This is an optimization exercise on Yosys and OpenROAD, whose aim is small area, a short achievable clock period and few clock cycles per item, not a production implementation. Only simulation tests tie the RTL to the original design; equivalence was not proved. Power and IR drop assume default switching activity.

==> inputs of 09-22 <==
// scr_search
module scr_search(clk,rst,start,R_fixed,angle1,adder,error,X,Y,done);
input clk; input rst; input start; input [13:0] R_fixed; input [13:0] angle1; input [3:0] adder; input [4:0] error;
output [3:0] X; output [3:0] Y; output reg done;
wire [6:0] trH = R_fixed[13:7];
wire [2:0] trhH = trH[6:4];
wire trhh_1 = (trhH[2] | (trhH[1] | trhH[0]));
wire trhh_2 = (trhH[2] | (trhH[1] & 1'b1));
wire [3:0] trhL = trH[3:0];
wire [1:0] trhlH = trhL[3:2];
wire trhlh_1 = (trhlH[1] | trhlH[0]);
wire trhlh_2 = (trhlH[1] & 1'b1);
wire trhlh_3 = (trhlH[1] & trhlH[0]);
wire [1:0] trhlL = trhL[1:0];
wire trhll_1 = (trhlL[1] | trhlL[0]);
wire trhll_2 = (trhlL[1] & 1'b1);
wire trhll_3 = (trhlL[1] & trhlL[0]);
wire trhl_1 = trhlh_1 | (1'b1 & trhll_1);
wire trhl_2 = trhlh_1 | (1'b1 & trhll_2);
wire trhl_3 = trhlh_1 | (1'b1 & trhll_3);
wire trhl_4 = trhlh_1;
wire trhl_5 = trhlh_2 | (trhlh_1 & trhll_1);
wire trhl_6 = trhlh_2 | (trhlh_1 & trhll_2);
wire trhl_7 = trhlh_2 | (trhlh_1 & trhll_3);
wire trhl_8 = trhlh_2;
wire trhl_9 = trhlh_3 | (trhlh_2 & trhll_1);
wire trhl_10 = trhlh_3 | (trhlh_2 & trhll_2);
wire trhl_11 = trhlh_3 | (trhlh_2 & trhll_3);
wire trhl_12 = trhlh_3;
wire trhl_13 = 1'b0 | (trhlh_3 & trhll_1);
wire trhl_14 = 1'b0 | (trhlh_3 & trhll_2);
wire trhl_15 = 1'b0 | (trhlh_3 & trhll_3);
wire trh_1 = trhh_1 | (1'b1 & trhl_1);
  ...
==> flow/config.mk <==
export PLATFORM = sky130hd
export DESIGN_NAME = scr_search
export DESIGN_NICKNAME = scr_search
export VERILOG_FILES = /design/flow/design.v
export SDC_FILE = /design/flow/constraint.sdc
export NUM_CORES = 4
export LEC_CHECK = 0
export ABC_AREA = 1
export CAP_MARGIN = 20
export CORE_MARGIN = 2
export CORE_UTILIZATION = 30
export PLACE_DENSITY = 0.6
export SETUP_SLACK_MARGIN = 5
export SLEW_MARGIN = 20
==> flow/constraint.sdc <==
create_clock -name core_clock -period 12.0 [get_ports {clk}]
set_input_delay 2.4000 -clock core_clock [delete_from_list [all_inputs] [get_ports {clk}]]
set_output_delay 2.4000 -clock core_clock [all_outputs]
set_load 0.01 [all_outputs]
standard.sh (not shown) runs the stock make flow with config.mk's settings and CLKGATE_MAP_FILE= SYNTH_SCRIPT=/design/flow/synth_recipe.tcl, a recipe that flattens the netlist after the stock synthesis.
==> flow/flow/run.sh <==
#!/bin/bash
set -euo pipefail
export BUFFER_PORTS_ARGS="-buffer_cell sky130_fd_sc_hd__buf_2"
sed 's/SETUP_SLACK_MARGIN=[0-9.]*/SETUP_SLACK_MARGIN=6.25/' standard.sh > standard_m.sh
grep -q 'SETUP_SLACK_MARGIN=6.25' standard_m.sh
bash standard_m.sh > standard_flow.log 2>&1
==> 03-13: changes against 09-22 <==
==> flow/flow/run.sh (replaced) <==
#!/bin/bash
set -euo pipefail
export BUFFER_PORTS_ARGS="-buffer_cell sky130_fd_sc_hd__buf_2"
sed 's/SETUP_SLACK_MARGIN=[0-9.]*/SETUP_SLACK_MARGIN=6/' standard.sh > standard_m.sh
grep -q 'SETUP_SLACK_MARGIN=6' standard_m.sh
bash standard_m.sh > standard_flow.log 2>&1
CORE_UTILIZATION = 15   (was 30)
PLACE_DENSITY = 0.3   (was 0.6)
==> 01-12: changes against 09-22 <==
==> flow/flow/run.sh (replaced) <==
#!/bin/bash
set -euo pipefail
export BUFFER_PORTS_ARGS="-buffer_cell sky130_fd_sc_hd__buf_2"
sed 's/SETUP_SLACK_MARGIN=[0-9.]*/SETUP_SLACK_MARGIN=5.5/' standard.sh > standard_m.sh
grep -q 'SETUP_SLACK_MARGIN=5.5' standard_m.sh
bash standard_m.sh > standard_flow.log 2>&1
ABC_AREA = unset   (was 1)
CORE_UTILIZATION = 15   (was 30)
PLACE_DENSITY = 0.3   (was 0.6)
==> results.txt <==
| item | 01-12 | 09-22 | 03-13 |
|---|---|---|---|
| Clock network latency to the later pin of the worst-skew pair | 340 ps | 350 ps | 350 ps |
| Worst slew slack as a fraction of its limit | 0.101 | 0.306 | 0.255 |
| Sequential share of the synthesized area | 0.127 | 0.122 | 0.122 |
| Wire length of the first global-routing pass | 147,000 um | 143,000 um | 152,000 um |
| Detailed Routing Iterations Pass 1 | 6 | 9 | 5 |
| Worst Setup SP | angle1[1] | angle1[10] | angle1[4] |
| Fraction of layout instances using a drive strength above 1 | 0.138 | 0.0706 | 0.0672 |
| Core region area | 0.0935 mm^2 | 0.0488 mm^2 | 0.0981 mm^2 |
| Max Fclk | 0.152 GHz | 0.170 GHz | 0.162 GHz |
| Clock power frac | 0.192 | 0.165 | 0.153 |
| Layout overhead on the synthesized area | 17.3% | 11.0% | 16.0% |
| Global routing usage on met3 | 0.0332 | 0.108 | 0.0251 |
| Drt total wl | 106,000 um | 103,000 um | 109,000 um |
| Share of total power consumed by net switching | 0.510 | 0.555 | 0.564 |
| Combinational share of power | 0.624 | 0.655 | 0.672 |
| Number of nets at the end of the flow | 2,054 | 3,053 | 3,055 |
| Setup slack at placement | 4090 ps | 4970 ps | 4750 ps |
| Clock network share of area | 0.0208 | 0.0196 | 0.0176 |
| Run status | timing/DRC/antenna clean | timing/DRC/antenna clean | timing/DRC/antenna clean |
Testbench counts of 09-22, summed over its fixed seeds: cycles 384, queries 384.
Testbench counts of 03-13, summed over its fixed seeds: cycles 384, queries 384.
Testbench counts of 01-12, summed over its fixed seeds: cycles 384, queries 384.

========
==> inputs of run Y <==
scr_search, a different RTL version from the one above (not shown whole).
Settings: LEC_CHECK=0, CAP_MARGIN=20, CORE_MARGIN=2, CORE_UTILIZATION=15, PLACE_DENSITY=0.3, SETUP_SLACK_MARGIN=5, SLEW_MARGIN=20; clock period 12.0 ns.
==> flow/flow/run.sh <==
#!/bin/bash
# The standard layout (the standard.sh, unchanged synthesis and steps), with one change:
# the port buffers that global placement inserts are plain buffers instead of the default cell.
set -euo pipefail
export BUFFER_PORTS_ARGS="-buffer_cell sky130_fd_sc_hd__buf_2"
bash standard.sh > standard_flow.log 2>&1
==> run B (differences from run Y) <==
==> flow/flow/run.sh (replaced) <==
#!/bin/bash
set -euo pipefail
export BUFFER_PORTS_ARGS="-buffer_cell sky130_fd_sc_hd__buf_2"
sed 's/SETUP_SLACK_MARGIN=[0-9.]*/SETUP_SLACK_MARGIN=6.5/' standard.sh > standard_m.sh
grep -q 'SETUP_SLACK_MARGIN=6.5' standard_m.sh
bash standard_m.sh > standard_flow.log 2>&1
==> comparison table <==
| metric | run B | run Y |
|---|---|---|
| Pin count of the biggest net entering global routing | 52 | 65 |
| Post-Layout Inst Area | 0.0235 mm^2 | 0.0167 mm^2 |
| Crit share post-route | 51.3% | 58.6% |
| Reg power frac | 14.4% | 17.9% |
| Worst setup path startpoint | xr[6] | angle1[1] |
| GR Util met3 | 4.22% | 2.76% |
| Clock tree skew after final layout | 0.00301 ns | 0.00218 ns |
| Final Worst Setup Slack | 5.85 ns | 4.96 ns |
| Share of layout cells above drive strength 1 | 42.4% | 11.0% |
| Cell internal pwr | 953 uW | 770 uW |
| Non-clock buffer area fraction after layout | 17.3% | 4.24% |
| Most common cell after layout, fill and taps aside | buf_4 | nor2_1 |
| Data arrival time of the critical path | 3.75 ns | 7.05 ns |
| Sequential share of cell area | 7.66% | 10.8% |
| Slowest stage delay, CP | 0.57 ns | 1.03 ns |
| Layout filler cell count | 10.8k | 11.3k |
| Post-layout power | 1990 uW | 1620 uW |
| Result of the run | complete, no violations | complete, no violations |
Testbench counts of run Y, summed over its fixed seeds: cycles 384, queries 384.
Testbench counts of run B, summed over its fixed seeds: cycles 384, queries 384.

========
==> trial 93 <==
scr_search with an RTL version that a note above also has.
Design scr_search, start of the top module:
module scr_search(clk,rst,start,R_fixed,angle1,adder,error,X,Y,done);
Settings: LEC_CHECK=0, ABC_AREA=1, CAP_MARGIN=20, CORE_MARGIN=2, CORE_UTILIZATION=25, PLACE_DENSITY=0.5, SETUP_SLACK_MARGIN=5, SLEW_MARGIN=20; clock period 12.0 ns.
==> flow/flow/run.sh <==
#!/bin/bash
set -euo pipefail
export BUFFER_PORTS_ARGS="-buffer_cell sky130_fd_sc_hd__buf_2"
sed 's/SETUP_SLACK_MARGIN=[0-9.]*/SETUP_SLACK_MARGIN=6.25/' standard.sh > standard_m.sh
grep -q 'SETUP_SLACK_MARGIN=6.25' standard_m.sh
bash standard_m.sh > standard_flow.log 2>&1
==> build 83: changes against trial 93 <==
==> flow/flow/run.sh (replaced) <==
#!/bin/bash
set -euo pipefail
export BUFFER_PORTS_ARGS="-buffer_cell sky130_fd_sc_hd__buf_2"
sed 's/SETUP_SLACK_MARGIN=[0-9.]*/SETUP_SLACK_MARGIN=5.75/' standard.sh > standard_m.sh
grep -q 'SETUP_SLACK_MARGIN=5.75' standard_m.sh
bash standard_m.sh > standard_flow.log 2>&1
- CORE_UTILIZATION: 25 -> 15
- PLACE_DENSITY: 0.5 -> 0.3
==> comparison table <==
item	trial 93	build 83
Chip Height	247 µm	318 µm
Via-per-instance ratio	5.70	4.79
Via count of the first global-routing pass	20000	19900
Clock network contribution to total cell area	1.80%	1.79%
Finished Layout Cells	3735	4239
Pre-CTS setup slack	4910 ps	4750 ps
Run status	complete, no violations	complete, no violations
Worst clock skew	6.80 ps	1.17 ps
Maximum vdd ir drop	63.6 µV	71.0 µV
Vias after detailed routing	21300	20300
Bufs and invs on worst path	2	3
Tapcell count	773	1287
Unrepaired setup endpoints after global routing	true	false
Largest net degree at the start of global routing	63	50
Testbench counts of trial 93, summed over its fixed seeds: cycles 384, queries 384.
Testbench counts of build 83, summed over its fixed seeds: cycles 384, queries 384.

-- afterwards: timing with drivers on the ports --
No port has a modelled driver above. Below, the same layouts with a new extraction and two added sets of constraints.
Step 1 (the two cells are an assumption about what drives the block):
set clk [get_ports {clk}]
set_driving_cell -lib_cell sky130_fd_sc_hd__clkbuf_16 $clk
set_driving_cell -lib_cell sky130_fd_sc_hd__buf_2 [delete_from_list [all_inputs] $clk]
Step 2 moves the port delays by t, midway between the first and last clock arrival at a register: inputs arrive t later, outputs are due t later. That takes back most of the time a late clock gives input paths.
a / b / c = no drivers / after step 1 / after step 2; a / b = the first two.
run | shift t [ns] | setup slack, ns | worst register clock-pin slew, ns
09-22 | 0.400 | 6.110 / 6.134 / 5.735 | 0.06 / 0.06
03-13 | 0.401 | 5.812 / 5.828 / 5.427 | 0.06 / 0.06
01-12 | 0.389 | 5.411 / 5.432 / 5.044 | 0.06 / 0.06
run Y | 0.392 | 4.963 / 4.987 / 4.595 | 0.06 / 0.06
run B | 0.398 | 5.846 / 5.798 / 5.743 | 0.06 / 0.06
trial 93 | 0.397 | 6.190 / 6.212 / 5.816 | 0.06 / 0.06
build 83 | 0.401 | 5.785 / 5.801 / 5.401 | 0.06 / 0.06
After both steps setup and hold are still met in every run listed. The setup slack of 03-13, which loses most, moves by +0.016 ns with the drivers and by -0.385 ns with both steps.
